This design comes from an exercise in tuning for small area and a short achievable clock period on the open sky130 flow, not from production work.
At most, simulation tests tie the RTL to the original design; equivalence was not proved.
The RTL of run 2 was laid out without a check of its function.

==> flow/design.v (outline; a module is shown in full before it is edited, if it fits) <==
// module iir_DF1_Biquad: 1806 lines
// module iir_fa: 4 lines
// module iir_ha: 4 lines
// module iir_pg: 4 lines
// module iir_pgn: 4 lines
// module iir_pgm: 4 lines
// module iir_gp: 4 lines
// module iir_gg: 3 lines
// module iir_sr: 3 lines
module iir_DF1_Biquad (
  input clk,
  input rst,
  input signed [15:0] din,
  output signed [15:0] dout
);
  // ...
==> flow/flow/run.sh <==
#!/bin/bash
# The standard layout (the standard.sh, standard synthesis unchanged) with a few
# settings changed: clock tree synthesis inserts no dummy loads, the port buffers are
# buf_2 cells instead of the default delay buffers, and timing repair aims for a
# setup slack of 6.7 ns rather than 0.
set -euo pipefail
export CTS_ARGS="-sink_clustering_enable -repair_clock_nets -buf_list {sky130_fd_sc_hd__clkbuf_8 sky130_fd_sc_hd__clkbuf_16} -dont_use_dummy_load"
export BUFFER_PORTS_ARGS="-buffer_cell sky130_fd_sc_hd__buf_2"
export SETUP_SLACK_MARGIN=6.7
bash standard.sh > standard.log 2>&1
==> flow/standard.sh <==
#!/bin/bash
# synth_recipe.tcl (not shown) runs the flow's synth.tcl, then flattens the netlist and writes it again
# the make line also repeats each setting of config.mk as NAME=value (left out here)
make -C /OpenROAD-flow-scripts/flow DESIGN_CONFIG=/design/flow/config.mk WORK_HOME=/design/flow/orfs CLKGATE_MAP_FILE= SYNTH_SCRIPT=/design/flow/synth_recipe.tcl "${@:-finish}"
==> flow/config.mk <==
export PLATFORM = sky130hd
export DESIGN_NAME = iir_DF1_Biquad
export DESIGN_NICKNAME = iir_DF1_Biquad
export VERILOG_FILES = /design/flow/design.v
export SDC_FILE = /design/flow/constraint.sdc
export NUM_CORES = 4
export LEC_CHECK = 0
export CAP_MARGIN = 20
export CORE_MARGIN = 2
export CORE_UTILIZATION = 60
export CTS_BUF_LIST = sky130_fd_sc_hd__clkbuf_8
export PLACE_DENSITY = 0.8
export SLEW_MARGIN = 20
export SYNTH_HIERARCHICAL = 1
export SYNTH_MINIMUM_KEEP_SIZE = 0
==> flow/constraint.sdc <==
create_clock -name core_clock -period 11.0 [get_ports {clk}]
set_input_delay 2.2000 -clock core_clock [delete_from_list [all_inputs] [get_ports {clk}]]
set_output_delay 2.2000 -clock core_clock [all_outputs]
set_load 0.01 [all_outputs]
==> impl_metrics.json, run 1 <==
{
  "status": "finished clean",
  "min_period_ps": 4230,
  "fin_crit_sh_pct": 38.4,
  "startpoint": "y[14]",
  "yosysMostFrequentCell": "fa_1",
  "timing.critical_path.to": "c1_16",
  "rsz0062_at_grt": "true",
  "slowest_stage": "fa_1",
  "cpMostUsedCell": "fa_1",
  "placed_area_um2": 11800,
  "fill_cells": 1286,
  "clock-root-buffer": "clkbuf_16",
  "seq_share_pct": 17.9,
  "clock_latency_ps": 360,
  "wl_met3_um": 1520,
  "hold_slack_ps": 537,
  "grt_pass1_vias": 7643,
  "tightest_slew_ps": 683,
  "nNetsFinal": 1304,
  "met1_length_um": 8550,
  "fp-row-count": 50,
  "async_reset_ff_share_pct": 0,
  "critPathLaunchType": "flip-flop",
  "synth_nets": 1235,
  "yosysWarnings": 7,
  "start_util_pct": 60.8,
  "drc": 0,
  "crit_fanout": 13,
  "nClkBuffers": 9,
  "hold_viol": 0,
  "whs_endpoint": "c1_29",
  "die-width_um": 141,
  "multi_input_area_um2": 8840,
  "ctsHoldBuffers": 0,
  "endpoint_kind": "flip-flop",
  "synth_edf_count": 0,
  "vias": 6356,
  "fin_skew_ps": 20.2,
  "synth_seq_area_share_pct": 18.9,
  "final_core_util_pct": 66.2,
  "cts_tree": "built"
}
==> run 2: changes to the inputs <==
--- a/flow/design.v
+++ b/flow/design.v
@@ -2,16 +2,17 @@
   input clk,
   input rst,
   input signed [15:0] din,
   output signed [15:0] dout
 );
   reg [15:0] y, xa, xb;
   reg rst_d;
   wire rst_y;
+  reg [15:0] yc;   
   reg c0_0;
   reg c1_0;
   reg c0_1;
   reg c1_1;
   reg c0_2;
   reg c1_2;
   reg c0_3;
   reg c1_3;
@@ -736,319 +737,319 @@
   wire hs667;
   wire hc668;
   wire k669;
   wire hs670;
   wire hc671;
   wire k672;
   wire hs673;
   wire hc674;
-  wire hs675;
-  wire hc676;
-  wire hs677;
-  wire hc678;
-  wire k679;
-  wire hs680;
-  wire hc681;
-  wire s682;
-  wire c683;
-  wire s684;
-  wire c685;
-  wire s686;
-  wire c687;
-  wire hs688;
-  wire hc689;
-  wire k690;
-  wire s691;
-  wire c692;
-  wire n693;
+  wire k675;
+  wire hs676;
+  wire hc677;
+  wire k678;
+  wire hs679;
+  wire hc680;
+  wire k681;
+  wire hs682;
+  wire hc683;
+  wire k684;
+  wire s685;
+  wire c686;
+  wire s687;
+  wire c688;
+  wire s689;
+  wire c690;
+  wire hs691;
+  wire hc692;
+  wire k693;
   wire s694;
   wire c695;
   wire s696;
   wire c697;
-  wire n698;
-  wire s699;
-  wire c700;
-  wire s701;
-  wire c702;
-  wire n703;
+  wire s698;
+  wire c699;
+  wire s700;
+  wire c701;
+  wire s702;
+  wire c703;
   wire s704;
   wire c705;
   wire s706;
   wire c707;
-  wire n708;
-  wire s709;
-  wire c710;
-  wire s711;
-  wire c712;
-  wire n713;
+  wire s708;
+  wire c709;
+  wire s710;
+  wire c711;
+  wire s712;
+  wire c713;
   wire s714;
   wire c715;
-  wire s716;
-  wire c717;
-  wire n718;
+  wire n716;
+  wire s717;
+  wire c718;
   wire s719;
   wire c720;
-  wire s721;
-  wire c722;
-  wire n723;
+  wire n721;
+  wire s722;
+  wire c723;
   wire s724;
   wire c725;
-  wire s726;
-  wire c727;
-  wire n728;
+  wire n726;
+  wire s727;
+  wire c728;
   wire s729;
   wire c730;
-  wire s731;
-  wire c732;
-  wire n733;
+  wire n731;
+  wire s732;
+  wire c733;
   wire s734;
   wire c735;
-  wire s736;
-  wire c737;
-  wire hs738;
-  wire hc739;
-  wire k740;
-  wire s741;
-  wire c742;
-  wire hs743;
-  wire hc744;
-  wire k745;
-  wire s746;
-  wire c747;
-  wire hs748;
-  wire hc749;
-  wire k750;
-  wire s751;
-  wire c752;
-  wire hs753;
-  wire hc754;
-  wire k755;
-  wire hs756;
-  wire hc757;
-  wire hs758;
-  wire hc759;
-  wire s760;
-  wire c761;
-  wire s762;
-  wire c763;
+  wire hs736;
+  wire hc737;
+  wire k738;
+  wire s739;
+  wire c740;
+  wire hs741;
+  wire hc742;
+  wire k743;
+  wire s744;
+  wire c745;
+  wire hs746;
+  wire hc747;
+  wire k748;
+  wire s749;
+  wire c750;
+  wire hs751;
+  wire hc752;
+  wire k753;
+  wire hs754;
+  wire hc755;
+  wire k756;
+  wire hs757;
+  wire hc758;
+  wire k759;
+  wire n760;
+  wire s761;
+  wire c762;
+  wire n763;
   wire s764;
   wire c765;
-  wire s766;
-  wire c767;
-  wire s768;
-  wire c769;
-  wire s770;
-  wire c771;
-  wire s772;
-  wire c773;
+  wire n766;
+  wire s767;
+  wire c768;
+  wire s769;
+  wire c770;
+  wire s771;
+  wire c772;
+  wire n773;
   wire s774;
   wire c775;
-  wire s776;
-  wire c777;
-  wire s778;
-  wire c779;
-  wire s780;
-  wire c781;
+  wire n776;
+  wire s777;
+  wire c778;
+  wire s779;
+  wire c780;
+  wire n781;
   wire s782;
   wire c783;
-  wire s784;
-  wire c785;
-  wire s786;
-  wire c787;
+  wire n784;
+  wire s785;
+  wire c786;
+  wire n787;
   wire s788;
   wire c789;
-  wire s790;
-  wire c791;
-  wire s792;
-  wire c793;
-  wire s794;
-  wire c795;
-  wire s796;
-  wire c797;
-  wire s798;
-  wire c799;
+  wire n790;
+  wire s791;
+  wire c792;
+  wire s793;
+  wire c794;
+  wire s795;
+  wire c796;
+  wire s797;
+  wire c798;
+  wire n799;
   wire s800;
   wire c801;
   wire s802;
   wire c803;
   wire s804;
   wire c805;
-  wire hs806;
-  wire hc807;
-  wire hs808;
-  wire hc809;
-  wire k810;
-  wire hs811;
-  wire hc812;
-  wire k813;
-  wire hs814;
-  wire hc815;
-  wire k816;
-  wire s817;
-  wire c818;
-  wire s819;
-  wire c820;
-  wire s821;
-  wire c822;
-  wire s823;
-  wire c824;
-  wire s825;
-  wire c826;
-  wire s827;
-  wire c828;
-  wire s829;
-  wire c830;
-  wire s831;
-  wire c832;
+  wire s806;
+  wire c807;
+  wire s808;
+  wire c809;
+  wire s810;
+  wire c811;
+  wire s812;
+  wire c813;
+  wire n814;
+  wire s815;
+  wire c816;
+  wire hs817;
+  wire hc818;
+  wire k819;
+  wire hs820;
+  wire hc821;
+  wire k822;
+  wire hs823;
+  wire hc824;
+  wire k825;
+  wire hs826;
+  wire hc827;
+  wire k828;
+  wire n829;
+  wire s830;
+  wire c831;
+  wire n832;
   wire s833;
   wire c834;
-  wire n835;
-  wire s836;
-  wire c837;
+  wire s835;
+  wire c836;
+  wire n837;
   wire s838;
   wire c839;
-  wire s840;
-  wire c841;
-  wire s842;
-  wire c843;
+  wire n840;
+  wire s841;
+  wire c842;
+  wire n843;
   wire s844;
   wire c845;
   wire n846;
   wire s847;
   wire c848;
   wire n849;
   wire s850;
   wire c851;
-  wire s852;
-  wire c853;
-  wire n854;
-  wire s855;
-  wire c856;
-  wire n857;
-  wire s858;
-  wire c859;
-  wire n860;
-  wire s861;
-  wire c862;
-  wire n863;
-  wire s864;
-  wire c865;
-  wire s866;
-  wire c867;
-  wire n868;
-  wire s869;
-  wire c870;
-  wire n871;
-  wire s872;
-  wire c873;
-  wire n874;
-  wire s875;
-  wire c876;
-  wire n877;
-  wire s878;
-  wire c879;
-  wire s880;
-  wire c881;
-  wire n882;
-  wire s883;
-  wire c884;
-  wire n885;
-  wire s886;
-  wire c887;
-  wire g888;
-  wire p889;
-  wire hs890;
-  wire hc891;
-  wire g892;
-  wire p893;
-  wire g894;
-  wire p895;
-  wire g896;
-  wire p897;
-  wire g898;
-  wire p899;
-  wire g900;
-  wire p901;
-  wire g902;
-  wire p903;
-  wire g904;
-  wire p905;
-  wire g906;
-  wire p907;
-  wire g908;
-  wire p909;
-  wire g910;
-  wire p911;
-  wire g912;
-  wire p913;
-  wire g914;
-  wire p915;
-  wire g916;
-  wire p917;
-  wire g918;
-  wire p919;
-  wire g920;
-  wire p921;
-  wire g922;
-  wire p923;
-  wire g924;
-  wire p925;
-  wire g926;
-  wire p927;
-  wire g928;
-  wire p929;
-  wire g930;
-  wire p931;
-  wire g932;
-  wire p933;
-  wire g934;
-  wire p935;
-  wire g936;
-  wire p937;
-  wire g938;
-  wire p939;
-  wire g940;
-  wire p941;
-  wire g942;
-  wire p943;
-  wire g944;
-  wire p945;
-  wire g946;
-  wire p947;
-  wire g948;
-  wire p949;
-  wire G950;
-  wire G951;
-  wire P952;
-  wire G953;
-  wire P954;
-  wire G955;
-  wire P956;
-  wire G957;
-  wire P958;
-  wire G959;
-  wire P960;
-  wire G961;
-  wire P962;
-  wire G963;
-  wire P964;
-  wire G965;
-  wire P966;
-  wire G967;
-  wire P968;
-  wire G969;
-  wire P970;
-  wire G971;
-  wire P972;
-  wire G973;
-  wire P974;
+  wire n852;
+  wire s853;
+  wire c854;
+  wire n855;
+  wire s856;
+  wire c857;
+  wire n858;
+  wire s859;
+  wire c860;
+  wire n861;
+  wire s862;
+  wire c863;
+  wire n864;
+  wire s865;
+  wire c866;
+  wire n867;
+  wire s868;
+  wire c869;
+  wire n870;
+  wire s871;
+  wire c872;
+  wire n873;
+  wire s874;
+  wire c875;
+  wire s876;
+  wire c877;
+  wire n878;
+  wire s879;
+  wire c880;
+  wire n881;
+  wire s882;
+  wire c883;
+  wire n884;
+  wire s885;
+  wire c886;
+  wire s887;
+  wire c888;
+  wire n889;
+  wire s890;
+  wire c891;
+  wire n892;
+  wire s893;
+  wire c894;
+  wire n895;
+  wire s896;
+  wire c897;
+  wire n898;
+  wire s899;
+  wire c900;
+  wire n901;
+  wire s902;
+  wire c903;
+  wire n904;
+  wire s905;
+  wire c906;
+  wire s907;
+  wire c908;
+  wire s909;
+  wire c910;
+  wire g911;
+  wire p912;
+  wire g913;
+  wire p914;
+  wire g915;
+  wire p916;
+  wire g917;
+  wire p918;
+  wire g919;
+  wire p920;
+  wire g921;
+  wire p922;
+  wire g923;
+  wire p924;
+  wire hs925;
+  wire hc926;
+  wire g927;
+  wire p928;
+  wire hs929;
+  wire hc930;
+  wire g931;
+  wire p932;
+  wire g933;
+  wire p934;
+  wire g935;
+  wire p936;
+  wire g937;
+  wire p938;
+  wire g939;
+  wire p940;
+  wire g941;
+  wire p942;
+  wire g943;
+  wire p944;
+  wire g945;
+  wire p946;
+  wire g947;
+  wire p948;
+  wire g949;
+  wire p950;
+  wire g951;
+  wire p952;
+  wire g953;
+  wire p954;
+  wire g955;
+  wire p956;
+  wire g957;
+  wire p958;
+  wire g959;
+  wire p960;
+  wire g961;
+  wire p962;
+  wire g963;
+  wire p964;
+  wire g965;
+  wire p966;
+  wire g967;
+  wire p968;
+  wire g969;
+  wire p970;
+  wire g971;
+  wire p972;
+  wire g973;
+  wire p974;
   wire G975;
-  wire P976;
-  wire G977;
+  wire G976;
+  wire P977;
   wire G978;
   wire P979;
   wire G980;
   wire P981;
   wire G982;
   wire P983;
   wire G984;
   wire P985;
@@ -1060,58 +1061,83 @@
   wire P991;
   wire G992;
   wire P993;
   wire G994;
   wire P995;
   wire G996;
   wire P997;
   wire G998;
-  wire G999;
-  wire P1000;
-  wire G1001;
-  wire P1002;
+  wire P999;
+  wire G1000;
+  wire P1001;
+  wire G1002;
   wire G1003;
   wire P1004;
   wire G1005;
   wire P1006;
   wire G1007;
   wire P1008;
   wire G1009;
   wire P1010;
   wire G1011;
   wire P1012;
   wire G1013;
   wire P1014;
   wire G1015;
-  wire G1016;
+  wire P1016;
   wire G1017;
-  wire G1018;
-  wire P1019;
-  wire G1020;
-  wire P1021;
-  wire G1022;
-  wire P1023;
+  wire P1018;
+  wire G1019;
+  wire P1020;
+  wire G1021;
+  wire P1022;
+  wire G1023;
   wire G1024;
   wire P1025;
   wire G1026;
   wire P1027;
   wire G1028;
-  wire G1029;
+  wire P1029;
   wire G1030;
-  wire G1031;
+  wire P1031;
   wire G1032;
-  wire G1033;
+  wire P1033;
   wire G1034;
-  wire G1035;
+  wire P1035;
   wire G1036;
-  wire G1037;
+  wire P1037;
   wire G1038;
-  wire G1039;
+  wire P1039;
   wire G1040;
+  wire G1041;
+  wire G1042;
+  wire G1043;
+  wire P1044;
+  wire G1045;
+  wire P1046;
+  wire G1047;
+  wire P1048;
+  wire G1049;
+  wire P1050;
+  wire G1051;
+  wire P1052;
+  wire G1053;
+  wire G1054;
+  wire G1055;
+  wire G1056;
+  wire G1057;
+  wire G1058;
+  wire G1059;
+  wire G1060;
+  wire G1061;
+  wire G1062;
+  wire G1063;
+  wire G1064;
+  wire G1065;
   wire [29:14] s_sum;
   iir_ha uhs1 (.a(xb[15]), .b(xb[12]), .s(hs1), .c(hc2));
   iir_fa us3 (.a(xb[4]), .b(xb[2]), .c(xb[0]), .s(s3), .co(c4));
   iir_ha uhs5 (.a(xa[6]), .b(xb[7]), .s(hs5), .c(hc6));
   assign k7 = xa[6] & hs5;
   iir_fa us8 (.a(xb[5]), .b(xb[3]), .c(xb[1]), .s(s8), .co(c9));
   iir_fa us10 (.a(xa[7]), .b(xa[4]), .c(y[8]), .s(s10), .co(c11));
   iir_fa us12 (.a(y[6]), .b(y[4]), .c(y[2]), .s(s12), .co(c13));
@@ -1495,244 +1521,269 @@
   assign n658 = ~c513;
   iir_fa us659 (.a(n658), .b(c581), .c(s583), .s(s659), .co(c660));
   assign n661 = ~s585;
   iir_fa us662 (.a(n661), .b(c515), .c(c584), .s(s662), .co(c663));
   assign n664 = ~k522;
   iir_fa us665 (.a(n664), .b(s588), .c(c586), .s(s665), .co(c666));
   iir_ha uhs667 (.a(y[12]), .b(c589), .s(hs667), .c(hc668));
   assign k669 = ~(hs667 | hc668);
-  iir_ha uhs670 (.a(y[12]), .b(y[15]), .s(hs670), .c(hc671));
-  assign k672 = y[12] & hs670;
-  iir_ha uhs673 (.a(y[13]), .b(y[9]), .s(hs673), .c(hc674));
-  iir_ha uhs675 (.a(y[14]), .b(y[10]), .s(hs675), .c(hc676));
-  iir_ha uhs677 (.a(y[11]), .b(y[15]), .s(hs677), .c(hc678));
-  assign k679 = y[11] & hs677;
-  iir_ha uhs680 (.a(y[7]), .b(y[4]), .s(hs680), .c(hc681));
-  iir_fa us682 (.a(y[8]), .b(y[5]), .c(y[1]), .s(s682), .co(c683));
-  iir_fa us684 (.a(y[9]), .b(y[6]), .c(y[2]), .s(s684), .co(c685));
-  iir_fa us686 (.a(y[10]), .b(y[7]), .c(y[3]), .s(s686), .co(c687));
-  iir_ha uhs688 (.a(c0_10), .b(y[0]), .s(hs688), .c(hc689));
-  assign k690 = c0_10 & hs688;
-  iir_fa us691 (.a(y[11]), .b(y[8]), .c(y[4]), .s(s691), .co(c692));
-  assign n693 = ~y[1];
-  iir_fa us694 (.a(n693), .b(c0_11), .c(c1_11), .s(s694), .co(c695));
-  iir_fa us696 (.a(y[12]), .b(y[9]), .c(y[5]), .s(s696), .co(c697));
-  assign n698 = ~y[2];
-  iir_fa us699 (.a(n698), .b(c0_12), .c(c1_12), .s(s699), .co(c700));
-  iir_fa us701 (.a(y[13]), .b(y[10]), .c(y[6]), .s(s701), .co(c702));
-  assign n703 = ~y[3];
-  iir_fa us704 (.a(n703), .b(c0_13), .c(c1_13), .s(s704), .co(c705));
-  iir_fa us706 (.a(y[14]), .b(y[11]), .c(y[7]), .s(s706), .co(c707));
-  assign n708 = ~y[4];
-  iir_fa us709 (.a(n708), .b(c0_14), .c(c1_14), .s(s709), .co(c710));
-  iir_fa us711 (.a(y[8]), .b(y[0]), .c(c0_15), .s(s711), .co(c712));
-  assign n713 = ~c1_15;
-  iir_fa us714 (.a(y[5]), .b(n713), .c(hs670), .s(s714), .co(c715));
-  iir_fa us716 (.a(y[1]), .b(c0_16), .c(c1_16), .s(s716), .co(c717));
-  assign n718 = ~y[6];
-  iir_fa us719 (.a(n718), .b(hs673), .c(k672), .s(s719), .co(c720));
-  iir_fa us721 (.a(y[2]), .b(c0_17), .c(c1_17), .s(s721), .co(c722));
-  assign n723 = ~y[7];
-  iir_fa us724 (.a(n723), .b(hc674), .c(hs675), .s(s724), .co(c725));
-  iir_fa us726 (.a(y[3]), .b(c0_18), .c(c1_18), .s(s726), .co(c727));
-  assign n728 = ~hc676;
-  iir_fa us729 (.a(y[8]), .b(n728), .c(hs677), .s(s729), .co(c730));
-  iir_fa us731 (.a(y[12]), .b(y[4]), .c(c0_19), .s(s731), .co(c732));
-  assign n733 = ~y[9];
-  iir_fa us734 (.a(n733), .b(c1_19), .c(k679), .s(s734), .co(c735));
-  iir_fa us736 (.a(y[13]), .b(y[5]), .c(c0_20), .s(s736), .co(c737));
-  iir_ha uhs738 (.a(c1_20), .b(y[10]), .s(hs738), .c(hc739));
-  assign k740 = c1_20 & hs738;
-  iir_fa us741 (.a(y[14]), .b(y[6]), .c(c0_21), .s(s741), .co(c742));
-  iir_ha uhs743 (.a(c1_21), .b(y[11]), .s(hs743), .c(hc744));
-  assign k745 = c1_21 & hs743;
-  iir_fa us746 (.a(y[7]), .b(c0_22), .c(c1_22), .s(s746), .co(c747));
-  iir_ha uhs748 (.a(y[15]), .b(y[12]), .s(hs748), .c(hc749));
-  assign k750 = ~(hs748 | hc749);
-  iir_fa us751 (.a(y[8]), .b(c0_23), .c(c1_23), .s(s751), .co(c752));
-  iir_ha uhs753 (.a(y[9]), .b(y[14]), .s(hs753), .c(hc754));
-  assign k755 = y[9] & hs753;
-  iir_ha uhs756 (.a(y[15]), .b(y[10]), .s(hs756), .c(hc757));
-  iir_ha uhs758 (.a(y[3]), .b(y[0]), .s(hs758), .c(hc759));
-  iir_fa us760 (.a(y[4]), .b(y[1]), .c(c0_4), .s(s760), .co(c761));
-  iir_fa us762 (.a(y[5]), .b(y[2]), .c(c0_5), .s(s762), .co(c763));
-  iir_fa us764 (.a(y[6]), .b(y[3]), .c(c0_6), .s(s764), .co(c765));
-  iir_fa us766 (.a(y[0]), .b(c0_7), .c(c1_7), .s(s766), .co(c767));
-  iir_fa us768 (.a(c0_8), .b(c1_8), .c(hc681), .s(s768), .co(c769));
-  iir_fa us770 (.a(c0_9), .b(c1_9), .c(c683), .s(s770), .co(c771));
-  iir_fa us772 (.a(c1_10), .b(c685), .c(s686), .s(s772), .co(c773));
-  iir_fa us774 (.a(k690), .b(c687), .c(s691), .s(s774), .co(c775));
-  iir_fa us776 (.a(c692), .b(c695), .c(s696), .s(s776), .co(c777));
-  iir_fa us778 (.a(c697), .b(c700), .c(s701), .s(s778), .co(c779));
-  iir_fa us780 (.a(c702), .b(c705), .c(s706), .s(s780), .co(c781));
-  iir_fa us782 (.a(c707), .b(c710), .c(s711), .s(s782), .co(c783));
-  iir_fa us784 (.a(c712), .b(s716), .c(s719), .s(s784), .co(c785));
-  iir_fa us786 (.a(c717), .b(s721), .c(s724), .s(s786), .co(c787));
-  iir_fa us788 (.a(c722), .b(s726), .c(c725), .s(s788), .co(c789));
-  iir_fa us790 (.a(c727), .b(s731), .c(s734), .s(s790), .co(c791));
-  iir_fa us792 (.a(c732), .b(s736), .c(c735), .s(s792), .co(c793));
-  iir_fa us794 (.a(k740), .b(c737), .c(s741), .s(s794), .co(c795));
-  iir_fa us796 (.a(hs748), .b(k745), .c(c742), .s(s796), .co(c797));
-  iir_fa us798 (.a(k750), .b(c747), .c(s751), .s(s798), .co(c799));
-  iir_fa us800 (.a(c0_24), .b(c1_24), .c(c752), .s(s800), .co(c801));
-  iir_fa us802 (.a(c0_25), .b(hs756), .c(k755), .s(s802), .co(c803));
-  iir_fa us804 (.a(y[11]), .b(c1_26), .c(hc757), .s(s804), .co(c805));
-  iir_ha uhs806 (.a(y[12]), .b(c0_27), .s(hs806), .c(hc807));
-  iir_ha uhs808 (.a(y[13]), .b(c0_28), .s(hs808), .c(hc809));
-  assign k810 = y[13] & hs808;
-  iir_ha uhs811 (.a(y[14]), .b(c0_29), .s(hs811), .c(hc812));
-  assign k813 = y[14] & hs811;
-  iir_ha uhs814 (.a(y[0]), .b(c0_0), .s(hs814), .c(hc815));
-  assign k816 = y[0] & hs814;
-  iir_fa us817 (.a(y[1]), .b(c0_1), .c(c1_1), .s(s817), .co(c818));
-  iir_fa us819 (.a(y[2]), .b(c0_2), .c(c1_2), .s(s819), .co(c820));
-  iir_fa us821 (.a(c0_3), .b(c1_3), .c(hs758), .s(s821), .co(c822));
-  iir_fa us823 (.a(c1_4), .b(hc759), .c(s760), .s(s823), .co(c824));
-  iir_fa us825 (.a(c1_5), .b(c761), .c(s762), .s(s825), .co(c826));
-  iir_fa us827 (.a(c1_6), .b(c763), .c(s764), .s(s827), .co(c828));
-  iir_fa us829 (.a(hs680), .b(c765), .c(s766), .s(s829), .co(c830));
-  iir_fa us831 (.a(c767), .b(s682), .c(s768), .s(s831), .co(c832));
-  iir_fa us833 (.a(s684), .b(c769), .c(s770), .s(s833), .co(c834));
-  assign n835 = ~hs688;
-  iir_fa us836 (.a(n835), .b(c771), .c(s772), .s(s836), .co(c837));
-  iir_fa us838 (.a(s694), .b(c773), .c(s774), .s(s838), .co(c839));
-  iir_fa us840 (.a(s699), .b(c775), .c(s776), .s(s840), .co(c841));
-  iir_fa us842 (.a(s704), .b(c777), .c(s778), .s(s842), .co(c843));
-  iir_fa us844 (.a(s709), .b(c779), .c(s780), .s(s844), .co(c845));
-  assign n846 = ~s714;
-  iir_fa us847 (.a(n846), .b(c781), .c(s782), .s(s847), .co(c848));
-  assign n849 = ~c715;
-  iir_fa us850 (.a(n849), .b(c783), .c(s784), .s(s850), .co(c851));
-  iir_fa us852 (.a(c720), .b(s786), .c(c785), .s(s852), .co(c853));
-  assign n854 = ~s729;
-  iir_fa us855 (.a(n854), .b(c787), .c(s788), .s(s855), .co(c856));
-  assign n857 = ~c730;
-  iir_fa us858 (.a(n857), .b(c789), .c(s790), .s(s858), .co(c859));
-  assign n860 = ~hs738;
-  iir_fa us861 (.a(n860), .b(c791), .c(s792), .s(s861), .co(c862));
-  assign n863 = ~hs743;
-  iir_fa us864 (.a(n863), .b(s794), .c(c793), .s(s864), .co(c865));
-  iir_fa us866 (.a(s746), .b(c795), .c(s796), .s(s866), .co(c867));
-  assign n868 = ~y[13];
-  iir_fa us869 (.a(n868), .b(c797), .c(s798), .s(s869), .co(c870));
-  assign n871 = ~hs753;
-  iir_fa us872 (.a(n871), .b(c799), .c(s800), .s(s872), .co(c873));
-  assign n874 = ~c1_25;
-  iir_fa us875 (.a(n874), .b(c801), .c(s802), .s(s875), .co(c876));
-  assign n877 = ~c0_26;
-  iir_fa us878 (.a(n877), .b(s804), .c(c803), .s(s878), .co(c879));
-  iir_fa us880 (.a(c1_27), .b(hs806), .c(c805), .s(s880), .co(c881));
-  assign n882 = ~hs808;
-  iir_fa us883 (.a(c1_28), .b(hc807), .c(n882), .s(s883), .co(c884));
-  assign n885 = ~hs811;
-  iir_fa us886 (.a(c1_29), .b(n885), .c(k810), .s(s886), .co(c887));
-  iir_ha uhs890 (.a(hs814), .b(c1_0), .s(hs890), .c(hc891));
-  assign g888 = ~(hs890 | hc891);
-  assign p889 = hs890;
-  iir_pg ug892 (.a(k816), .b(s817), .g(g892), .p(p893));
-  iir_pg ug894 (.a(c818), .b(s819), .g(g894), .p(p895));
-  iir_pg ug896 (.a(c820), .b(s821), .g(g896), .p(p897));
-  iir_pg ug898 (.a(c822), .b(s823), .g(g898), .p(p899));
-  iir_pg ug900 (.a(c824), .b(s825), .g(g900), .p(p901));
-  iir_pg ug902 (.a(c826), .b(s827), .g(g902), .p(p903));
-  iir_pg ug904 (.a(c828), .b(s829), .g(g904), .p(p905));
-  iir_pg ug906 (.a(c830), .b(s831), .g(g906), .p(p907));
-  iir_pg ug908 (.a(c832), .b(s833), .g(g908), .p(p909));
-  iir_pg ug910 (.a(c834), .b(s836), .g(g910), .p(p911));
-  iir_pg ug912 (.a(c837), .b(s838), .g(g912), .p(p913));
-  iir_pg ug914 (.a(c839), .b(s840), .g(g914), .p(p915));
-  iir_pg ug916 (.a(c841), .b(s842), .g(g916), .p(p917));
-  iir_pg ug918 (.a(c843), .b(s844), .g(g918), .p(p919));
-  iir_pg ug920 (.a(c845), .b(s847), .g(g920), .p(p921));
-  iir_pg ug922 (.a(c848), .b(s850), .g(g922), .p(p923));
-  iir_pg ug924 (.a(c851), .b(s852), .g(g924), .p(p925));
-  iir_pg ug926 (.a(c853), .b(s855), .g(g926), .p(p927));
-  iir_pg ug928 (.a(c856), .b(s858), .g(g928), .p(p929));
-  iir_pg ug930 (.a(c859), .b(s861), .g(g930), .p(p931));
-  iir_pg ug932 (.a(c862), .b(s864), .g(g932), .p(p933));
-  iir_pg ug934 (.a(c865), .b(s866), .g(g934), .p(p935));
-  iir_pg ug936 (.a(c867), .b(s869), .g(g936), .p(p937));
-  iir_pg ug938 (.a(c870), .b(s872), .g(g938), .p(p939));
-  iir_pg ug940 (.a(c873), .b(s875), .g(g940), .p(p941));
-  iir_pg ug942 (.a(c876), .b(s878), .g(g942), .p(p943));
-  iir_pg ug944 (.a(c879), .b(s880), .g(g944), .p(p945));
-  iir_pg ug946 (.a(c881), .b(s883), .g(g946), .p(p947));
-  iir_pg ug948 (.a(c884), .b(s886), .g(g948), .p(p949));
-  iir_gg uG950 (.gh(g892), .ph(p893), .gl(g888), .g(G950));
-  iir_gp uG951 (.gh(g896), .ph(p897), .gl(g894), .pl(p895), .g(G951), .p(P952));
-  iir_gp uG953 (.gh(g900), .ph(p901), .gl(g898), .pl(p899), .g(G953), .p(P954));
-  iir_gp uG955 (.gh(g904), .ph(p905), .gl(g902), .pl(p903), .g(G955), .p(P956));
-  iir_gp uG957 (.gh(g908), .ph(p909), .gl(g906), .pl(p907), .g(G957), .p(P958));
-  iir_gp uG959 (.gh(g912), .ph(p913), .gl(g910), .pl(p911), .g(G959), .p(P960));
-  iir_gp uG961 (.gh(g916), .ph(p917), .gl(g914), .pl(p915), .g(G961), .p(P962));
-  iir_gp uG963 (.gh(g920), .ph(p921), .gl(g918), .pl(p919), .g(G963), .p(P964));
-  iir_gp uG965 (.gh(g924), .ph(p925), .gl(g922), .pl(p923), .g(G965), .p(P966));
-  iir_gp uG967 (.gh(g928), .ph(p929), .gl(g926), .pl(p927), .g(G967), .p(P968));
-  iir_gp uG969 (.gh(g932), .ph(p933), .gl(g930), .pl(p931), .g(G969), .p(P970));
-  iir_gp uG971 (.gh(g936), .ph(p937), .gl(g934), .pl(p935), .g(G971), .p(P972));
-  iir_gp uG973 (.gh(g940), .ph(p941), .gl(g938), .pl(p939), .g(G973), .p(P974));
-  iir_gp uG975 (.gh(g944), .ph(p945), .gl(g942), .pl(p943), .g(G975), .p(P976));
-  iir_gg uG977 (.gh(G951), .ph(P952), .gl(G950), .g(G977));
-  iir_gp uG978 (.gh(G955), .ph(P956), .gl(G953), .pl(P954), .g(G978), .p(P979));
-  iir_gp uG980 (.gh(G959), .ph(P960), .gl(G957), .pl(P958), .g(G980), .p(P981));
-  iir_gp uG982 (.gh(g918), .ph(p919), .gl(G961), .pl(P962), .g(G982), .p(P983));
-  iir_gp uG984 (.gh(G963), .ph(P964), .gl(G961), .pl(P962), .g(G984), .p(P985));
-  iir_gp uG986 (.gh(g926), .ph(p927), .gl(G965), .pl(P966), .g(G986), .p(P987));
-  iir_gp uG988 (.gh(G967), .ph(P968), .gl(G965), .pl(P966), .g(G988), .p(P989));
-  iir_gp uG990 (.gh(g934), .ph(p935), .gl(G969), .pl(P970), .g(G990), .p(P991));
-  iir_gp uG992 (.gh(G971), .ph(P972), .gl(G969), .pl(P970), .g(G992), .p(P993));
-  iir_gp uG994 (.gh(g942), .ph(p943), .gl(G973), .pl(P974), .g(G994), .p(P995));
-  iir_gp uG996 (.gh(G975), .ph(P976), .gl(G973), .pl(P974), .g(G996), .p(P997));
-  iir_gg uG998 (.gh(G978), .ph(P979), .gl(G977), .g(G998));
-  iir_gp uG999 (.gh(G961), .ph(P962), .gl(G980), .pl(P981), .g(G999), .p(P1000));
-  iir_gp uG1001 (.gh(G982), .ph(P983), .gl(G980), .pl(P981), .g(G1001), .p(P1002));
-  iir_gp uG1003 (.gh(G984), .ph(P985), .gl(G980), .pl(P981), .g(G1003), .p(P1004));
-  iir_gp uG1005 (.gh(g930), .ph(p931), .gl(G988), .pl(P989), .g(G1005), .p(P1006));
-  iir_gp uG1007 (.gh(G969), .ph(P970), .gl(G988), .pl(P989), .g(G1007), .p(P1008));
-  iir_gp uG1009 (.gh(G990), .ph(P991), .gl(G988), .pl(P989), .g(G1009), .p(P1010));
-  iir_gp uG1011 (.gh(G992), .ph(P993), .gl(G988), .pl(P989), .g(G1011), .p(P1012));
-  iir_gp uG1013 (.gh(g946), .ph(p947), .gl(G996), .pl(P997), .g(G1013), .p(P1014));
-  iir_gg uG1015 (.gh(G999), .ph(P1000), .gl(G998), .g(G1015));
-  iir_gg uG1016 (.gh(G1001), .ph(P1002), .gl(G998), .g(G1016));
-  iir_gg uG1017 (.gh(G1003), .ph(P1004), .gl(G998), .g(G1017));
-  iir_gp uG1018 (.gh(g938), .ph(p939), .gl(G1011), .pl(P1012), .g(G1018), .p(P1019));
-  iir_gp uG1020 (.gh(G973), .ph(P974), .gl(G1011), .pl(P1012), .g(G1020), .p(P1021));
-  iir_gp uG1022 (.gh(G994), .ph(P995), .gl(G1011), .pl(P1012), .g(G1022), .p(P1023));
-  iir_gp uG1024 (.gh(G996), .ph(P997), .gl(G1011), .pl(P1012), .g(G1024), .p(P1025));
-  iir_gp uG1026 (.gh(G1013), .ph(P1014), .gl(G1011), .pl(P1012), .g(G1026), .p(P1027));
-  iir_gg uG1028 (.gh(g922), .ph(p923), .gl(G1017), .g(G1028));
-  iir_gg uG1029 (.gh(G965), .ph(P966), .gl(G1017), .g(G1029));
-  iir_gg uG1030 (.gh(G986), .ph(P987), .gl(G1017), .g(G1030));
-  iir_gg uG1031 (.gh(G988), .ph(P989), .gl(G1017), .g(G1031));
-  iir_gg uG1032 (.gh(G1005), .ph(P1006), .gl(G1017), .g(G1032));
-  iir_gg uG1033 (.gh(G1007), .ph(P1008), .gl(G1017), .g(G1033));
-  iir_gg uG1034 (.gh(G1009), .ph(P1010), .gl(G1017), .g(G1034));
-  iir_gg uG1035 (.gh(G1011), .ph(P1012), .gl(G1017), .g(G1035));
-  iir_gg uG1036 (.gh(G1018), .ph(P1019), .gl(G1017), .g(G1036));
-  iir_gg uG1037 (.gh(G1020), .ph(P1021), .gl(G1017), .g(G1037));
-  iir_gg uG1038 (.gh(G1022), .ph(P1023), .gl(G1017), .g(G1038));
-  iir_gg uG1039 (.gh(G1024), .ph(P1025), .gl(G1017), .g(G1039));
-  iir_gg uG1040 (.gh(G1026), .ph(P1027), .gl(G1017), .g(G1040));
-  iir_sr us_sum_14 (.p(p919), .c(G1015), .rst(rst_y), .s(s_sum[14]));
-  iir_sr us_sum_15 (.p(p921), .c(G1016), .rst(rst_y), .s(s_sum[15]));
-  iir_sr us_sum_16 (.p(p923), .c(G1017), .rst(rst_y), .s(s_sum[16]));
-  iir_sr us_sum_17 (.p(p925), .c(G1028), .rst(rst_y), .s(s_sum[17]));
-  iir_sr us_sum_18 (.p(p927), .c(G1029), .rst(rst_y), .s(s_sum[18]));
-  iir_sr us_sum_19 (.p(p929), .c(G1030), .rst(rst_y), .s(s_sum[19]));
-  iir_sr us_sum_20 (.p(p931), .c(G1031), .rst(rst_y), .s(s_sum[20]));
-  iir_sr us_sum_21 (.p(p933), .c(G1032), .rst(rst_y), .s(s_sum[21]));
-  iir_sr us_sum_22 (.p(p935), .c(G1033), .rst(rst_y), .s(s_sum[22]));
-  iir_sr us_sum_23 (.p(p937), .c(G1034), .rst(rst_y), .s(s_sum[23]));
-  iir_sr us_sum_24 (.p(p939), .c(G1035), .rst(rst_y), .s(s_sum[24]));
-  iir_sr us_sum_25 (.p(p941), .c(G1036), .rst(rst_y), .s(s_sum[25]));
-  iir_sr us_sum_26 (.p(p943), .c(G1037), .rst(rst_y), .s(s_sum[26]));
-  iir_sr us_sum_27 (.p(p945), .c(G1038), .rst(rst_y), .s(s_sum[27]));
-  iir_sr us_sum_28 (.p(p947), .c(G1039), .rst(rst_y), .s(s_sum[28]));
-  iir_sr us_sum_29 (.p(p949), .c(G1040), .rst(rst_y), .s(s_sum[29]));
+  iir_ha uhs670 (.a(yc[15]), .b(yc[12]), .s(hs670), .c(hc671));
+  assign k672 = yc[15] & hs670;
+  iir_ha uhs673 (.a(yc[13]), .b(yc[9]), .s(hs673), .c(hc674));
+  assign k675 = ~(hs673 | hc674);
+  iir_ha uhs676 (.a(yc[14]), .b(yc[10]), .s(hs676), .c(hc677));
+  assign k678 = ~(hs676 | hc677);
+  iir_ha uhs679 (.a(yc[15]), .b(yc[11]), .s(hs679), .c(hc680));
+  assign k681 = yc[15] & hs679;
+  iir_ha uhs682 (.a(yc[7]), .b(yc[4]), .s(hs682), .c(hc683));
+  assign k684 = ~(hs682 | hc683);
+  iir_fa us685 (.a(yc[8]), .b(yc[5]), .c(yc[1]), .s(s685), .co(c686));
+  iir_fa us687 (.a(yc[9]), .b(yc[6]), .c(yc[2]), .s(s687), .co(c688));
+  iir_fa us689 (.a(yc[0]), .b(c0_10), .c(c1_10), .s(s689), .co(c690));
+  iir_ha uhs691 (.a(yc[10]), .b(yc[7]), .s(hs691), .c(hc692));
+  assign k693 = ~(hs691 | hc692);
+  iir_fa us694 (.a(yc[1]), .b(c0_11), .c(c1_11), .s(s694), .co(c695));
+  iir_fa us696 (.a(yc[11]), .b(yc[8]), .c(yc[4]), .s(s696), .co(c697));
+  iir_fa us698 (.a(yc[2]), .b(c0_12), .c(c1_12), .s(s698), .co(c699));
+  iir_fa us700 (.a(yc[12]), .b(yc[9]), .c(yc[5]), .s(s700), .co(c701));
+  iir_fa us702 (.a(yc[3]), .b(c0_13), .c(c1_13), .s(s702), .co(c703));
+  iir_fa us704 (.a(yc[13]), .b(yc[10]), .c(yc[6]), .s(s704), .co(c705));
+  iir_fa us706 (.a(yc[4]), .b(c0_14), .c(c1_14), .s(s706), .co(c707));
+  iir_fa us708 (.a(yc[14]), .b(yc[11]), .c(yc[7]), .s(s708), .co(c709));
+  iir_fa us710 (.a(yc[5]), .b(c0_15), .c(c1_15), .s(s710), .co(c711));
+  iir_fa us712 (.a(yc[8]), .b(yc[0]), .c(hs670), .s(s712), .co(c713));
+  iir_fa us714 (.a(yc[6]), .b(c0_16), .c(c1_16), .s(s714), .co(c715));
+  assign n716 = ~yc[1];
+  iir_fa us717 (.a(n716), .b(hs673), .c(k672), .s(s717), .co(c718));
+  iir_fa us719 (.a(yc[7]), .b(c0_17), .c(c1_17), .s(s719), .co(c720));
+  assign n721 = ~yc[2];
+  iir_fa us722 (.a(n721), .b(hs676), .c(k675), .s(s722), .co(c723));
+  iir_fa us724 (.a(yc[8]), .b(c0_18), .c(c1_18), .s(s724), .co(c725));
+  assign n726 = ~k678;
+  iir_fa us727 (.a(yc[3]), .b(hs679), .c(n726), .s(s727), .co(c728));
+  iir_fa us729 (.a(yc[9]), .b(c0_19), .c(c1_19), .s(s729), .co(c730));
+  assign n731 = ~k681;
+  iir_fa us732 (.a(yc[12]), .b(yc[4]), .c(n731), .s(s732), .co(c733));
+  iir_fa us734 (.a(yc[10]), .b(c0_20), .c(c1_20), .s(s734), .co(c735));
+  iir_ha uhs736 (.a(yc[13]), .b(yc[5]), .s(hs736), .c(hc737));
+  assign k738 = ~(hs736 | hc737);
+  iir_fa us739 (.a(yc[11]), .b(c0_21), .c(c1_21), .s(s739), .co(c740));
+  iir_ha uhs741 (.a(yc[14]), .b(yc[6]), .s(hs741), .c(hc742));
+  assign k743 = ~(hs741 | hc742);
+  iir_fa us744 (.a(yc[15]), .b(yc[12]), .c(c0_22), .s(s744), .co(c745));
+  iir_ha uhs746 (.a(c1_22), .b(yc[7]), .s(hs746), .c(hc747));
+  assign k748 = c1_22 & hs746;
+  iir_fa us749 (.a(yc[13]), .b(c0_23), .c(c1_23), .s(s749), .co(c750));
+  iir_ha uhs751 (.a(yc[14]), .b(yc[9]), .s(hs751), .c(hc752));
+  assign k753 = yc[14] & hs751;
+  iir_ha uhs754 (.a(yc[15]), .b(yc[10]), .s(hs754), .c(hc755));
+  assign k756 = ~(hs754 | hc755);
+  iir_ha uhs757 (.a(yc[3]), .b(yc[0]), .s(hs757), .c(hc758));
+  assign k759 = ~(hs757 | hc758);
+  assign n760 = ~c0_4;
+  iir_fa us761 (.a(yc[4]), .b(yc[1]), .c(n760), .s(s761), .co(c762));
+  assign n763 = ~c0_5;
+  iir_fa us764 (.a(yc[5]), .b(yc[2]), .c(n763), .s(s764), .co(c765));
+  assign n766 = ~c0_6;
+  iir_fa us767 (.a(yc[6]), .b(yc[3]), .c(n766), .s(s767), .co(c768));
+  iir_fa us769 (.a(c0_7), .b(c1_7), .c(hs682), .s(s769), .co(c770));
+  iir_fa us771 (.a(c0_8), .b(c1_8), .c(k684), .s(s771), .co(c772));
+  assign n773 = ~c686;
+  iir_fa us774 (.a(c0_9), .b(c1_9), .c(n773), .s(s774), .co(c775));
+  assign n776 = ~hs691;
+  iir_fa us777 (.a(yc[3]), .b(n776), .c(c688), .s(s777), .co(c778));
+  iir_fa us779 (.a(k693), .b(c690), .c(s694), .s(s779), .co(c780));
+  assign n781 = ~c697;
+  iir_fa us782 (.a(c695), .b(n781), .c(s698), .s(s782), .co(c783));
+  assign n784 = ~c701;
+  iir_fa us785 (.a(c699), .b(n784), .c(s702), .s(s785), .co(c786));
+  assign n787 = ~c705;
+  iir_fa us788 (.a(c703), .b(n787), .c(s706), .s(s788), .co(c789));
+  assign n790 = ~c709;
+  iir_fa us791 (.a(c707), .b(n790), .c(s710), .s(s791), .co(c792));
+  iir_fa us793 (.a(c711), .b(s714), .c(s717), .s(s793), .co(c794));
+  iir_fa us795 (.a(c715), .b(s719), .c(c718), .s(s795), .co(c796));
+  iir_fa us797 (.a(c720), .b(s724), .c(c723), .s(s797), .co(c798));
+  assign n799 = ~c728;
+  iir_fa us800 (.a(c725), .b(s729), .c(n799), .s(s800), .co(c801));
+  iir_fa us802 (.a(hs736), .b(c730), .c(s734), .s(s802), .co(c803));
+  iir_fa us804 (.a(hs741), .b(k738), .c(c735), .s(s804), .co(c805));
+  iir_fa us806 (.a(k743), .b(c740), .c(s744), .s(s806), .co(c807));
+  iir_fa us808 (.a(k748), .b(c745), .c(s749), .s(s808), .co(c809));
+  iir_fa us810 (.a(c0_24), .b(c1_24), .c(c750), .s(s810), .co(c811));
+  iir_fa us812 (.a(c0_25), .b(hs754), .c(k753), .s(s812), .co(c813));
+  assign n814 = ~c1_26;
+  iir_fa us815 (.a(yc[11]), .b(c0_26), .c(n814), .s(s815), .co(c816));
+  iir_ha uhs817 (.a(c0_27), .b(yc[12]), .s(hs817), .c(hc818));
+  assign k819 = c0_27 & hs817;
+  iir_ha uhs820 (.a(yc[13]), .b(c0_28), .s(hs820), .c(hc821));
+  assign k822 = ~(hs820 | hc821);
+  iir_ha uhs823 (.a(yc[14]), .b(c0_29), .s(hs823), .c(hc824));
+  assign k825 = ~(hs823 | hc824);
+  iir_ha uhs826 (.a(yc[0]), .b(c0_0), .s(hs826), .c(hc827));
+  assign k828 = ~(hs826 | hc827);
+  assign n829 = ~yc[1];
+  iir_fa us830 (.a(n829), .b(c0_1), .c(c1_1), .s(s830), .co(c831));
+  assign n832 = ~yc[2];
+  iir_fa us833 (.a(n832), .b(c0_2), .c(c1_2), .s(s833), .co(c834));
+  iir_fa us835 (.a(c0_3), .b(c1_3), .c(hs757), .s(s835), .co(c836));
+  assign n837 = ~s761;
+  iir_fa us838 (.a(c1_4), .b(k759), .c(n837), .s(s838), .co(c839));
+  assign n840 = ~c1_5;
+  iir_fa us841 (.a(n840), .b(c762), .c(s764), .s(s841), .co(c842));
+  assign n843 = ~c1_6;
+  iir_fa us844 (.a(n843), .b(c765), .c(s767), .s(s844), .co(c845));
+  assign n846 = ~s769;
+  iir_fa us847 (.a(yc[0]), .b(c768), .c(n846), .s(s847), .co(c848));
+  assign n849 = ~s685;
+  iir_fa us850 (.a(n849), .b(c770), .c(s771), .s(s850), .co(c851));
+  assign n852 = ~s687;
+  iir_fa us853 (.a(n852), .b(c772), .c(s774), .s(s853), .co(c854));
+  assign n855 = ~s777;
+  iir_fa us856 (.a(s689), .b(c775), .c(n855), .s(s856), .co(c857));
+  assign n858 = ~s779;
+  iir_fa us859 (.a(s696), .b(c778), .c(n858), .s(s859), .co(c860));
+  assign n861 = ~s700;
+  iir_fa us862 (.a(n861), .b(c780), .c(s782), .s(s862), .co(c863));
+  assign n864 = ~s704;
+  iir_fa us865 (.a(n864), .b(c783), .c(s785), .s(s865), .co(c866));
+  assign n867 = ~s708;
+  iir_fa us868 (.a(n867), .b(c786), .c(s788), .s(s868), .co(c869));
+  assign n870 = ~s712;
+  iir_fa us871 (.a(n870), .b(c789), .c(s791), .s(s871), .co(c872));
+  assign n873 = ~c713;
+  iir_fa us874 (.a(n873), .b(c792), .c(s793), .s(s874), .co(c875));
+  iir_fa us876 (.a(s722), .b(c794), .c(s795), .s(s876), .co(c877));
+  assign n878 = ~s727;
+  iir_fa us879 (.a(n878), .b(c796), .c(s797), .s(s879), .co(c880));
+  assign n881 = ~s732;
+  iir_fa us882 (.a(n881), .b(c798), .c(s800), .s(s882), .co(c883));
+  assign n884 = ~c733;
+  iir_fa us885 (.a(n884), .b(s802), .c(c801), .s(s885), .co(c886));
+  iir_fa us887 (.a(s739), .b(c803), .c(s804), .s(s887), .co(c888));
+  assign n889 = ~hs746;
+  iir_fa us890 (.a(n889), .b(c805), .c(s806), .s(s890), .co(c891));
+  assign n892 = ~yc[8];
+  iir_fa us893 (.a(n892), .b(c807), .c(s808), .s(s893), .co(c894));
+  assign n895 = ~hs751;
+  iir_fa us896 (.a(n895), .b(c809), .c(s810), .s(s896), .co(c897));
+  assign n898 = ~c1_25;
+  iir_fa us899 (.a(n898), .b(c811), .c(s812), .s(s899), .co(c900));
+  assign n901 = ~s815;
+  iir_fa us902 (.a(k756), .b(n901), .c(c813), .s(s902), .co(c903));
+  assign n904 = ~c1_27;
+  iir_fa us905 (.a(n904), .b(hs817), .c(c816), .s(s905), .co(c906));
+  iir_fa us907 (.a(c1_28), .b(hs820), .c(k819), .s(s907), .co(c908));
+  iir_fa us909 (.a(c1_29), .b(hs823), .c(k822), .s(s909), .co(c910));
+  iir_pg ug911 (.a(hs826), .b(~c1_0), .g(g911), .p(p912));
+  iir_pg ug913 (.a(k828), .b(s830), .g(g913), .p(p914));
+  iir_pg ug915 (.a(c831), .b(s833), .g(g915), .p(p916));
+  iir_pg ug917 (.a(c834), .b(s835), .g(g917), .p(p918));
+  iir_pg ug919 (.a(c836), .b(s838), .g(g919), .p(p920));
+  iir_pg ug921 (.a(c839), .b(~s841), .g(g921), .p(p922));
+  iir_ha uhs925 (.a(c842), .b(s844), .s(hs925), .c(hc926));
+  assign g923 = ~(hs925 | hc926);
+  assign p924 = hs925;
+  iir_ha uhs929 (.a(c845), .b(s847), .s(hs929), .c(hc930));
+  assign g927 = ~(hs929 | hc930);
+  assign p928 = hs929;
+  iir_pg ug931 (.a(~c848), .b(s850), .g(g931), .p(p932));
+  iir_pg ug933 (.a(c851), .b(s853), .g(g933), .p(p934));
+  iir_pg ug935 (.a(c854), .b(s856), .g(g935), .p(p936));
+  iir_pg ug937 (.a(c857), .b(~s859), .g(g937), .p(p938));
+  iir_pg ug939 (.a(~c860), .b(s862), .g(g939), .p(p940));
+  iir_pg ug941 (.a(c863), .b(s865), .g(g941), .p(p942));
+  iir_pg ug943 (.a(c866), .b(s868), .g(g943), .p(p944));
+  iir_pg ug945 (.a(c869), .b(s871), .g(g945), .p(p946));
+  iir_pg ug947 (.a(c872), .b(s874), .g(g947), .p(p948));
+  iir_pg ug949 (.a(c875), .b(s876), .g(g949), .p(p950));
+  iir_pg ug951 (.a(c877), .b(s879), .g(g951), .p(p952));
+  iir_pg ug953 (.a(c880), .b(s882), .g(g953), .p(p954));
+  iir_pg ug955 (.a(c883), .b(s885), .g(g955), .p(p956));
+  iir_pg ug957 (.a(c886), .b(s887), .g(g957), .p(p958));
+  iir_pg ug959 (.a(c888), .b(s890), .g(g959), .p(p960));
+  iir_pg ug961 (.a(c891), .b(s893), .g(g961), .p(p962));
+  iir_pg ug963 (.a(c894), .b(s896), .g(g963), .p(p964));
+  iir_pg ug965 (.a(c897), .b(s899), .g(g965), .p(p966));
+  iir_pg ug967 (.a(c900), .b(s902), .g(g967), .p(p968));
+  iir_pg ug969 (.a(c903), .b(~s905), .g(g969), .p(p970));
+  iir_pg ug971 (.a(~c906), .b(s907), .g(g971), .p(p972));
+  iir_pg ug973 (.a(c908), .b(s909), .g(g973), .p(p974));
+  iir_gg uG975 (.gh(g913), .ph(p914), .gl(g911), .g(G975));
+  iir_gp uG976 (.gh(g917), .ph(p918), .gl(g915), .pl(p916), .g(G976), .p(P977));
+  iir_gp uG978 (.gh(g921), .ph(p922), .gl(g919), .pl(p920), .g(G978), .p(P979));
+  iir_gp uG980 (.gh(g927), .ph(p928), .gl(g923), .pl(p924), .g(G980), .p(P981));
+  iir_gp uG982 (.gh(g933), .ph(p934), .gl(g931), .pl(p932), .g(G982), .p(P983));
+  iir_gp uG984 (.gh(g937), .ph(p938), .gl(g935), .pl(p936), .g(G984), .p(P985));
+  iir_gp uG986 (.gh(g941), .ph(p942), .gl(g939), .pl(p940), .g(G986), .p(P987));
+  iir_gp uG988 (.gh(g945), .ph(p946), .gl(g943), .pl(p944), .g(G988), .p(P989));
+  iir_gp uG990 (.gh(g949), .ph(p950), .gl(g947), .pl(p948), .g(G990), .p(P991));
+  iir_gp uG992 (.gh(g953), .ph(p954), .gl(g951), .pl(p952), .g(G992), .p(P993));
+  iir_gp uG994 (.gh(g957), .ph(p958), .gl(g955), .pl(p956), .g(G994), .p(P995));
+  iir_gp uG996 (.gh(g961), .ph(p962), .gl(g959), .pl(p960), .g(G996), .p(P997));
+  iir_gp uG998 (.gh(g965), .ph(p966), .gl(g963), .pl(p964), .g(G998), .p(P999));
+  iir_gp uG1000 (.gh(g969), .ph(p970), .gl(g967), .pl(p968), .g(G1000), .p(P1001));
+  iir_gg uG1002 (.gh(G976), .ph(P977), .gl(G975), .g(G1002));
+  iir_gp uG1003 (.gh(G980), .ph(P981), .gl(G978), .pl(P979), .g(G1003), .p(P1004));
+  iir_gp uG1005 (.gh(G984), .ph(P985), .gl(G982), .pl(P983), .g(G1005), .p(P1006));
+  iir_gp uG1007 (.gh(g943), .ph(p944), .gl(G986), .pl(P987), .g(G1007), .p(P1008));
+  iir_gp uG1009 (.gh(G988), .ph(P989), .gl(G986), .pl(P987), .g(G1009), .p(P1010));
+  iir_gp uG1011 (.gh(g951), .ph(p952), .gl(G990), .pl(P991), .g(G1011), .p(P1012));
+  iir_gp uG1013 (.gh(G992), .ph(P993), .gl(G990), .pl(P991), .g(G1013), .p(P1014));
+  iir_gp uG1015 (.gh(g959), .ph(p960), .gl(G994), .pl(P995), .g(G1015), .p(P1016));
+  iir_gp uG1017 (.gh(G996), .ph(P997), .gl(G994), .pl(P995), .g(G1017), .p(P1018));
+  iir_gp uG1019 (.gh(g967), .ph(p968), .gl(G998), .pl(P999), .g(G1019), .p(P1020));
+  iir_gp uG1021 (.gh(G1000), .ph(P1001), .gl(G998), .pl(P999), .g(G1021), .p(P1022));
+  iir_gg uG1023 (.gh(G1003), .ph(P1004), .gl(G1002), .g(G1023));
+  iir_gp uG1024 (.gh(G986), .ph(P987), .gl(G1005), .pl(P1006), .g(G1024), .p(P1025));
+  iir_gp uG1026 (.gh(G1007), .ph(P1008), .gl(G1005), .pl(P1006), .g(G1026), .p(P1027));
+  iir_gp uG1028 (.gh(G1009), .ph(P1010), .gl(G1005), .pl(P1006), .g(G1028), .p(P1029));
+  iir_gp uG1030 (.gh(g955), .ph(p956), .gl(G1013), .pl(P1014), .g(G1030), .p(P1031));
+  iir_gp uG1032 (.gh(G994), .ph(P995), .gl(G1013), .pl(P1014), .g(G1032), .p(P1033));
+  iir_gp uG1034 (.gh(G1015), .ph(P1016), .gl(G1013), .pl(P1014), .g(G1034), .p(P1035));
+  iir_gp uG1036 (.gh(G1017), .ph(P1018), .gl(G1013), .pl(P1014), .g(G1036), .p(P1037));
+  iir_gp uG1038 (.gh(g971), .ph(p972), .gl(G1021), .pl(P1022), .g(G1038), .p(P1039));
+  iir_gg uG1040 (.gh(G1024), .ph(P1025), .gl(G1023), .g(G1040));
+  iir_gg uG1041 (.gh(G1026), .ph(P1027), .gl(G1023), .g(G1041));
+  iir_gg uG1042 (.gh(G1028), .ph(P1029), .gl(G1023), .g(G1042));
+  iir_gp uG1043 (.gh(g963), .ph(p964), .gl(G1036), .pl(P1037), .g(G1043), .p(P1044));
+  iir_gp uG1045 (.gh(G998), .ph(P999), .gl(G1036), .pl(P1037), .g(G1045), .p(P1046));
+  iir_gp uG1047 (.gh(G1019), .ph(P1020), .gl(G1036), .pl(P1037), .g(G1047), .p(P1048));
+  iir_gp uG1049 (.gh(G1021), .ph(P1022), .gl(G1036), .pl(P1037), .g(G1049), .p(P1050));
+  iir_gp uG1051 (.gh(G1038), .ph(P1039), .gl(G1036), .pl(P1037), .g(G1051), .p(P1052));
+  iir_gg uG1053 (.gh(g947), .ph(p948), .gl(G1042), .g(G1053));
+  iir_gg uG1054 (.gh(G990), .ph(P991), .gl(G1042), .g(G1054));
+  iir_gg uG1055 (.gh(G1011), .ph(P1012), .gl(G1042), .g(G1055));
+  iir_gg uG1056 (.gh(G1013), .ph(P1014), .gl(G1042), .g(G1056));
+  iir_gg uG1057 (.gh(G1030), .ph(P1031), .gl(G1042), .g(G1057));
+  iir_gg uG1058 (.gh(G1032), .ph(P1033), .gl(G1042), .g(G1058));
+  iir_gg uG1059 (.gh(G1034), .ph(P1035), .gl(G1042), .g(G1059));
+  iir_gg uG1060 (.gh(G1036), .ph(P1037), .gl(G1042), .g(G1060));
+  iir_gg uG1061 (.gh(G1043), .ph(P1044), .gl(G1042), .g(G1061));
+  iir_gg uG1062 (.gh(G1045), .ph(P1046), .gl(G1042), .g(G1062));
+  iir_gg uG1063 (.gh(G1047), .ph(P1048), .gl(G1042), .g(G1063));
+  iir_gg uG1064 (.gh(G1049), .ph(P1050), .gl(G1042), .g(G1064));
+  iir_gg uG1065 (.gh(G1051), .ph(P1052), .gl(G1042), .g(G1065));
+  iir_sr us_sum_14 (.p(p944), .c(G1040), .rst(rst_y), .s(s_sum[14]));
+  iir_sr us_sum_15 (.p(p946), .c(G1041), .rst(rst_y), .s(s_sum[15]));
+  iir_sr us_sum_16 (.p(p948), .c(G1042), .rst(rst_y), .s(s_sum[16]));
+  iir_sr us_sum_17 (.p(p950), .c(G1053), .rst(rst_y), .s(s_sum[17]));
+  iir_sr us_sum_18 (.p(p952), .c(G1054), .rst(rst_y), .s(s_sum[18]));
+  iir_sr us_sum_19 (.p(p954), .c(G1055), .rst(rst_y), .s(s_sum[19]));
+  iir_sr us_sum_20 (.p(p956), .c(G1056), .rst(rst_y), .s(s_sum[20]));
+  iir_sr us_sum_21 (.p(p958), .c(G1057), .rst(rst_y), .s(s_sum[21]));
+  iir_sr us_sum_22 (.p(p960), .c(G1058), .rst(rst_y), .s(s_sum[22]));
+  iir_sr us_sum_23 (.p(p962), .c(G1059), .rst(rst_y), .s(s_sum[23]));
+  iir_sr us_sum_24 (.p(p964), .c(G1060), .rst(rst_y), .s(s_sum[24]));
+  iir_sr us_sum_25 (.p(p966), .c(G1061), .rst(rst_y), .s(s_sum[25]));
+  iir_sr us_sum_26 (.p(p968), .c(G1062), .rst(rst_y), .s(s_sum[26]));
+  iir_sr us_sum_27 (.p(p970), .c(G1063), .rst(rst_y), .s(s_sum[27]));
+  iir_sr us_sum_28 (.p(p972), .c(G1064), .rst(rst_y), .s(s_sum[28]));
+  iir_sr us_sum_29 (.p(p974), .c(G1065), .rst(rst_y), .s(s_sum[29]));
   always @(posedge clk) begin
     if (rst) begin
       xa <= 16'd0; xb <= 16'd0;
     end else begin
       xa <= din; xb <= xa;
     end
   end
   always @(posedge clk) begin
@@ -1796,16 +1847,17 @@
     c0_28 <= y[13];
     c1_28 <= y[14];
     c0_29 <= y[14];
     c1_29 <= y[15];
   end
   assign rst_y = rst | rst_d;
   always @(posedge clk) begin
     y <= s_sum[29:14];
+    yc <= ~s_sum[29:14];
   end
   assign dout = y;
 endmodule
 module iir_fa (input a, input b, input c, output s, output co);
   assign s = a ^ b ^ c;
   assign co = (a & b) | (c & (a ^ b));
 endmodule
 module iir_ha (input a, input b, output s, output c);
==> flow/flow/run.sh (replaced) <==
#!/bin/bash
# The standard layout (the standard.sh, standard synthesis unchanged) with a few
# settings changed: clock tree synthesis inserts no dummy loads, the port buffers are
# buf_2 cells instead of the default delay buffers, and timing repair aims for a
# setup slack of 6.75 ns rather than 0.
set -euo pipefail
export CTS_ARGS="-sink_clustering_enable -repair_clock_nets -buf_list {sky130_fd_sc_hd__clkbuf_8 sky130_fd_sc_hd__clkbuf_16} -dont_use_dummy_load"
export BUFFER_PORTS_ARGS="-buffer_cell sky130_fd_sc_hd__buf_2"
export SETUP_SLACK_MARGIN=6.75
bash standard.sh > standard.log 2>&1
==> run 2 against run 1 <==
Sequential share of layout area up 1.7 points. Utilization up 1.1 points. Largest cell class unchanged. Still clean on timing, DRC and antenna. Synthesized cell count rose by 7.5%. Die area is 4.1% higher. Worst setup slack worse by 73 ps.
==> impl_metrics.json, run 2 <==
{
  "coreArea_um2": 19400,
  "die-area_um2": 20800,
  "path_buf_inv": 0,
  "grt_pass1_vias": 8031,
  "max_freq_mhz": 233,
  "async_reset_ff_share_pct": 0,
  "synth_nets": 1296,
  "multi_input_area_um2": 8900,
  "dr.pass1.iters": 5,
  "ys_dominant_reg_cell": "dfxtp_1",
  "die_y_um": 144,
  "fp-row-count": 51,
  "routedWlPerCell_um": 23.2,
  "via_per_inst": 5.55,
  "vias": 6666,
  "nNetsFinal": 1364,
  "synth_edf_count": 0,
  "grt.total_usage_pct": 29.3,
  "hold_depth": 0,
  "final_cell_mix": "fa_1, inv_1, dfxtp_1",
  "reg2reg_depth": 8,
  "relSlewSlack_pct": 49.8,
  "synth_top_area_cell": "fa_1",
  "hold_slack_ps": 490,
  "yosysWarnings": 7,
  "cts.path.max_buffers": 2,
  "grt_max_degree": 35,
  "ys_types": 16,
  "io_buffers": 33,
  "seqCellArea_um2": 2550,
  "whs_endpoint": "c0_28",
  "grt_pass1_wl_um": 43000,
  "fin_crit_sh_pct": 39.1,
  "fin_skew_ps": 26.9,
  "syn_inst": 871,
  "syn_area_per_cell_um2": 13.6,
  "slowest_stage": "fa_1",
  "hold_class": "flip-flop to flip-flop",
  "synth_seq_cells": 123,
  "clock-root-buffer": "clkbuf_16",
  "numCtsBuffers": 17,
  "finalMaxSlewViolations": 0,
  "synth_area_um2": 11800,
  "synth_commonest_cells": "fa_1, inv_1, dfxtp_1",
  "status": "finished clean",
  "slowest_delay_ps": 620,
  "rsz0062_at_grt": "true",
  "r2r_slack_ps": 6700,
  "fin_tns_setup_ps": 0,
  "min_from": "y[13]",
  "worstSetupPathType": "flip-flop to flip-flop",
  "r2r-end": "c1_16",
  "cpLargestDelayFamily": "adder cells",
  "drc": 0,
  "clock_latency_ps": 420,
  "n_antenna_cell": 0,
  "maxCapViolations": 0,
  "ctsHoldBuffers": 0,
  "netlist_top_cells_area": "fa_1, dfxtp_1, ha_1",
  "worstPathArrival_ps": 4580,
  "die-width_um": 144,
  "hold_viol": 0,
  "drtIter0Drc": 378,
  "num_io_pins": 34,
  "overflow": 0,
  "final_common_cell": "fa_1",
  "clkTransAtPathRegs_ps": 60,
  "dp_hpwl_um": 20700,
  "crit_fanout": 3,
  "yosysMostFrequentCell": "fa_1",
  "path_cells": "fa_2 > fa_1 > fa_2 > fa_1 > fa_1 > fa_2 > fa_1 > fa_1",
  "cts.sinks": 123,
  "h-tree-depth": 4,
  "area_growth_pct": 10.5,
  "synth_seq_area_share_pct": 20.8,
  "drive_gt1_share_pct": 14.0,
  "tightest_slew_ps": 753,
  "endpoint_kind": "flip-flop",
  "antenna_found_initial": 0,
  "drtAntennaViolNets": 0,
  "min_period_ps": 4300,
  "cpMostUsedCell": "fa_1",
  "start_util_pct": 60.9,
  "reg2reg_from": "xb[7]",
  "setup_viol": 0,
  "routabilityCongestion": 0.935,
  "synth_top_area_share_pct": 55.4,
  "critPathLaunchType": "flip-flop",
  "fill_cells": 1341,
  "required_ps": 11280,
  "wl_um": 27900,
  "cts_tree": "built"
}
## run 2: worst register-to-register path: stages, from the launching register on
cell	delay, ps
dfxtp_4	360
fa_2	410
fa_1	530
fa_2	360
fa_1	490
fa_1	620
fa_2	480
fa_1	530
fa_1	410
## run 2: final cells by class
type	instances	share of cell area, %
multi-input cells	604	68.2
clock buffers	17	3.26
inverters	141	4.05
repair buffers	52	2.39
well taps	265	2.54
flip-flops and latches	123	19.6
## run 2: routing by layer
layer / up-vias / wire [um] / GRT usage, %
met5: - / 0 / 1.00
met3: 97 / 1810 / 6.92
li1: 2734 / - / -
met1: 3548 / 9610 / 33.7
met4: 0 / 1560 / 15.5
met2: 287 / 14900 / 51.1
## run 2: through the flow
step                setup slack (ps)  area (um^2)  cells  util [%]
global route                    6680        13100   1202      67.3
CTS                             6720        12900   1194      66.5
floorplan                       6740        11800    871         -
detailed placement              6450        12300   1166      63.4
finish                          6700        13100   1202      67.3
global placement                6520        12300   1166      63.4
## run 2: worst max path at each step
stage | start | to | slack (ps) | cells past startpoint
6_report | xb[7] | c1_16 | 6700 | 8
5_1_grt | y[10] | c1_16 | 6680 | 8
2_1_floorplan | y[4] | c1_14 | 6740 | 9
4_1_cts | y[14] | c1_16 | 6720 | 8
3_3_place_gp | y[4] | c1_14 | 6520 | 9
3_5_place_dp | y[4] | c1_14 | 6450 | 9
## run 2: per-module statistics from Yosys, one instance, submodules excluded
| module | cell area, um^2 | cells inside | flops+latches |
|---|---|---|---|
| iir_gg | 7.51 | 1 | 0 |
| iir_pg | 12.5 | 1 | 0 |
| iir_sr | 12.5 | 2 | 0 |
| iir_fa | 20.0 | 1 | 0 |
| iir_gp | 13.8 | 2 | 0 |
| iir_ha | 12.5 | 1 | 0 |
| iir_DF1_Biquad | 3510 | 348 | 123 |
## run 2: cells by family (layout without fill, tap and decap cells)
family | after synthesis | in the layout | synth area share, %
DFF | 123 | 123 | 20.8
and+or+nand+nor | 126 | 126 | 5.91
xor gates and xnor gates | 16 | 16 | 1.19
adders and majority gates | 407 | 407 | 63.9
buffers and inverters | 144 | 210 | 4.66
AOI/OAI and AO/OA | 55 | 55 | 3.50
## run 2: what timing repair did
action                     CTS  global route
setup buffers               11             8
setup endpoints to repair   29            24
pin swaps                    8            11
gates resized for setup     46            29

==> port drivers added, routing unchanged <==
How much do the figures lean on ideal ports? The routed layouts below were timed once more, with nothing changed but the port constraints. Step 1 sets driving cells, clkbuf_16 on the clock port and buf_2 on the other inputs (assumed; they add their load-dependent delay and slew). Step 2 times the ports against the registers' clock, not the clock port: input delays grow and output delays shrink by t, the midpoint of the rising clock arrivals with the driver on. a / b / c = ideal ports / drivers / drivers and shift; a / b = the first two.
run | t, ns | setup WS [ns] | worst setup path after step 2
run 1 | 0.398 | 6.775 / 6.775 / 6.451 | input to register
run 2 | 0.454 | 6.702 / 6.702 / 6.475 | input to register
After both steps every run listed still meets setup and hold. The setup slack of run 1, which loses most, moves by 0.000 ns with the drivers and by -0.324 ns with both steps.
